This design comes from an exercise in tuning for small area and few clock cycles on the open sky130 flow, not from production work.
In this exercise RTL edits were held to simulation tests only and were not proved equivalent to the original.
Power is estimated from default activity; no workload was simulated.

==> module connect4_engine, before the edit <==
module connect4_engine (
	input         clk,
	input         reset,         
	input         active,        
	input  [2:0]  coluna_in,     
	input  [1:0]  player_in,     
	output reg [1:0] response,   
	input         rden_vga,      
	input  [5:0]  addr_vga,      
	output reg    ready_vga,
	output [13:0] data_vga
);
	wire       p = player_in[1];
	reg        lp;               
	wire       won;
	wire       mv = active & ~won;
	wire [41:0] occ, clr;        
	wire [6:0]  full;
	genvar j, i;
	generate
		for (j = 0; j < 7; j = j + 1) begin : g_col
			reg  [6:0] col;
			wire [6:0] above;    
			assign above[6] = 1'b0;
			for (i = 0; i < 6; i = i + 1) begin : g_cell
				assign above[i] = above[i+1] | col[i+1];
				assign occ[i*7+j] = above[i];
				assign clr[i*7+j] = col[i];
			end
			assign full[j] = col[6];
			wire wr = mv & (coluna_in == j) & ~col[6];
			wire [6:0] k  = {7{wr}} & ~above;
			wire [6:0] sh = {col[5:0], 1'b0};
			always @(posedge clk) begin
				if (!reset)
					col <= 7'b0000001;
				else
					col <= (col & (~k | {7{p}})) | (~col & k & sh);
			end
		end
	endgenerate
	wire fullc = |(full & (7'd1 << coluna_in));
	always @(posedge clk) begin
		response <= mv ? (fullc ? 2'd1 : 2'd2) : 2'd0;
		if (mv)
			lp <= p;
	end
	wire [41:0] m = occ & ~(clr ^ {42{lp}});
	function f7;
		input [6:0] x;
		f7 = x[3] & ((x[1] & x[2] & (x[0] | x[4])) | (x[4] & x[5] & (x[2] | x[6])));
	endfunction
	function f6;
		input [5:0] x;
		f6 = x[2] & x[3] & ((x[0] & x[1]) | (x[1] & x[4]) | (x[4] & x[5]));
	endfunction
	function f5;
		input [4:0] x;
		f5 = x[1] & x[2] & x[3] & (x[0] | x[4]);
	endfunction
	wire [5:0] hz;
	wire [6:0] vt;
	wire [5:0] du, dd;
	generate
		for (i = 0; i < 6; i = i + 1) begin : g_h
			assign hz[i] = f7(m[i*7 +: 7]);
		end
		for (j = 0; j < 7; j = j + 1) begin : g_v
			assign vt[j] = f6({m[35+j], m[28+j], m[21+j], m[14+j], m[7+j], m[j]});
		end
	endgenerate
	assign du[0] = m[0*7+3] & m[1*7+4] & m[2*7+5] & m[3*7+6];
	assign du[1] = f5({m[4*7+6], m[3*7+5], m[2*7+4], m[1*7+3], m[0*7+2]});
	assign du[2] = f6({m[5*7+6], m[4*7+5], m[3*7+4], m[2*7+3], m[1*7+2], m[0*7+1]});
	assign du[3] = f6({m[5*7+5], m[4*7+4], m[3*7+3], m[2*7+2], m[1*7+1], m[0*7+0]});
	assign du[4] = f5({m[5*7+4], m[4*7+3], m[3*7+2], m[2*7+1], m[1*7+0]});
	assign du[5] = m[2*7+0] & m[3*7+1] & m[4*7+2] & m[5*7+3];
	assign dd[0] = m[0*7+3] & m[1*7+2] & m[2*7+1] & m[3*7+0];
	assign dd[1] = f5({m[4*7+0], m[3*7+1], m[2*7+2], m[1*7+3], m[0*7+4]});
	assign dd[2] = f6({m[5*7+0], m[4*7+1], m[3*7+2], m[2*7+3], m[1*7+4], m[0*7+5]});
	assign dd[3] = f6({m[5*7+1], m[4*7+2], m[3*7+3], m[2*7+4], m[1*7+5], m[0*7+6]});
	assign dd[4] = f5({m[5*7+2], m[4*7+3], m[3*7+4], m[2*7+5], m[1*7+6]});
	assign dd[5] = m[2*7+6] & m[3*7+5] & m[4*7+4] & m[5*7+3];
	assign won = |{hz, vt, du, dd};
	wire [5:0] a = addr_vga;
	wire [5:0] sel;
	wire [6:1] thr;
	assign sel[0] = a[5];
	assign sel[1] = a[4] & a[3];
	assign sel[2] = a[4] & ~a[3];
	assign sel[3] = a[3] & ~a[4];
	assign sel[4] = a[0] & ~(a[5] | a[4] | a[3]);
	assign sel[5] = ~(a[5] | a[4] | a[3] | a[0]);
	assign thr[1] = a[5];
	assign thr[2] = a[5] | (a[4] & a[3]);
	assign thr[3] = a[5] | a[4];
	assign thr[4] = a[5] | a[4] | a[3];
	assign thr[5] = a[5] | a[4] | a[3] | a[0];
	assign thr[6] = 1'b1;
	generate
		for (j = 0; j < 7; j = j + 1) begin : g_rd
			wire [6:0] w = g_col[j].col;
			wire oc = won | |(thr & w[6:1]);
			wire pl = (won & lp) | (|(sel & w[5:0]) & ~won);
			assign data_vga[2*j +: 2] = {oc & pl, oc & ~pl};
		end
	endgenerate
	always @(posedge clk)
		ready_vga <= rden_vga & ~ready_vga;
endmodule
clock: 10.0 ns
lec_check: 0
abc_area: 1
cap_margin: 5
core_margin: 2
core_utilization: 60
place_density: 0.7
slew_margin: 5
standard.sh (not shown) runs the stock make flow with config.mk's settings and CLKGATE_MAP_FILE= SYNTH_SCRIPT=/design/flow/synth_recipe.tcl, a recipe that flattens the netlist after the stock synthesis.
==> flow/flow/run.sh <==
#!/bin/bash
# Layout: the standard flow (standard.sh), with
#  - synthesis mapped by the ABC script in abc_own.script (synth_own.tcl is
#    synth_recipe.tcl with only the ABC script replaced),
#  - the ports buffered with the smallest buffer,
#  - a clock tree of few sink clusters and no dummy loads.
# Each tool's log is in orfs/logs/; make's output is in standard.log.
set -euo pipefail
work=$(pwd)
bash standard.sh \
	"SYNTH_SCRIPT=$work/flow/synth_own.tcl" \
	"BUFFER_PORTS_ARGS=-buffer_cell sky130_fd_sc_hd__buf_1" \
	"CTS_ARGS=-sink_clustering_enable -sink_clustering_size 30 -sink_clustering_max_diameter 200 -buf_list sky130_fd_sc_hd__clkbuf_8 -root_buf sky130_fd_sc_hd__clkbuf_8 -repair_clock_nets -dont_use_dummy_load" \
	finish > "$work/standard.log" 2>&1
==> flow/flow/abc_own.script <==
strash
balance -l
 resub -K 6 -l
 rewrite -l
 resub -K 6 -N 2 -l
 refactor -l
 resub -K 8 -l
 balance -l
 resub -K 8 -N 2 -l
 rewrite -l
 resub -K 10 -l
 rewrite -z -l
 resub -K 10 -N 2 -l
 balance -l
 resub -K 12 -l
 refactor -z -l
 resub -K 12 -N 2 -l
 rewrite -z -l
 balance -l
balance -l
 resub -K 6 -l
 rewrite -l
 resub -K 6 -N 2 -l
 refactor -l
 resub -K 8 -l
 balance -l
 resub -K 8 -N 2 -l
 rewrite -l
 resub -K 10 -l
 rewrite -z -l
 resub -K 10 -N 2 -l
 balance -l
 resub -K 12 -l
 refactor -z -l
 resub -K 12 -N 2 -l
 rewrite -z -l
 balance -l
balance -l
 resub -K 6 -l
 rewrite -l
 resub -K 6 -N 2 -l
 refactor -l
 resub -K 8 -l
 balance -l
 resub -K 8 -N 2 -l
 rewrite -l
 resub -K 10 -l
 rewrite -z -l
 resub -K 10 -N 2 -l
 balance -l
 resub -K 12 -l
 refactor -z -l
 resub -K 12 -N 2 -l
 rewrite -z -l
 balance -l
&get -n
&dch -f
&put
amap -A 1000 -F 1000
==> flow/flow/synth_own.tcl <==
# The standard synthesis (synth_recipe.tcl), with ABC's mapping script
# replaced by flow/abc_own.script: the steps before and after ABC, and so the
# registers and their names, are the standard synthesis's.
proc synth {args} { yosys synth -nofsm -noshare {*}$args }
set own_abc [file join [file dirname [file normalize [info script]]] abc_own.script]
set f [open $::env(SCRIPTS_DIR)/synth.tcl]
set synth_text [read $f]
close $f
set from {log_cmd abc {*}$abc_args}
if { [string first $from $synth_text] < 0 } { error "synth.tcl has no ABC call to replace" }
set synth_text [string map [list $from {log_cmd abc {*}[lreplace $abc_args 1 1 $own_abc]}] $synth_text]
eval $synth_text
# left out here: clear keep_hierarchy, flatten, clean up, hide names made inside functions, write 1_2_yosys.v
Testbench counts at the start, summed over its fixed seeds: cycles 11,028.
==> next run, changes <==
--- a/flow/design.v
+++ b/flow/design.v
@@ -13,13 +13,14 @@
 	wire       p = player_in[1];
 	reg        lp;               
 	wire       won;
-	wire       mv = active & ~won;
+	wire       mv = active & ~won & ~|response;
 	wire [41:0] occ, clr;        
 	wire [6:0]  full;
 	genvar j, i;
 	generate
 		for (j = 0; j < 7; j = j + 1) begin : g_col
-			reg  [6:0] col;
+			reg  [6:0] ncol;     
+			wire [6:0] col = ~ncol;
 			wire [6:0] above;    
 			assign above[6] = 1'b0;
 			for (i = 0; i < 6; i = i + 1) begin : g_cell
@@ -33,9 +34,9 @@
 			wire [6:0] sh = {col[5:0], 1'b0};
 			always @(posedge clk) begin
 				if (!reset)
-					col <= 7'b0000001;
+					ncol <= 7'b1111110;
 				else
-					col <= (col & (~k | {7{p}})) | (~col & k & sh);
+					ncol <= ~((col & (~k | {7{p}})) | (~col & k & sh));
 			end
 		end
 	endgenerate
Area after synthesis went down by 0.72%.
Worst hold slack improves by 0.013 ns.
Synthesized cell count went up by 0.55%.
Combinational power went down by 13%.
Die area went down by 0.68%.
Testbench counts after the change, summed over its fixed seeds: cycles 11,028.

## port drivers added, routing unchanged
No port has a modelled driver above. Below, the same layouts with a new extraction and two added sets of constraints.
Step 1, drivers: a clkbuf_16 drives clk and a buf_2 each remaining input, both assumed.
Step 2, shift: input delay + t, output delay - t, t = (earliest + latest rising clock arrival at the registers) / 2. This alone moves slack from input paths to output paths.
Slacks: ideal / step 1 / step 2; pairs: ideal / step 1.
| run | t, ns | setup slack, ns | worst setup path at the end | worst slew at a driven data input, ns | cell pins on the clock port's net |
|---|---|---|---|---|---|
| the first run | 0.331 | 2.439 / 2.419 / 2.419 | input to output | 0.03 | 1 |
| the second run | 0.337 | 1.658 / 1.626 / 1.963 | register to output | 0.03 | 1 |
After both steps setup and hold are still met in every run listed. For the first run, which loses most, drivers alone change the setup slack by -0.020 ns; drivers and shift together by -0.020 ns.
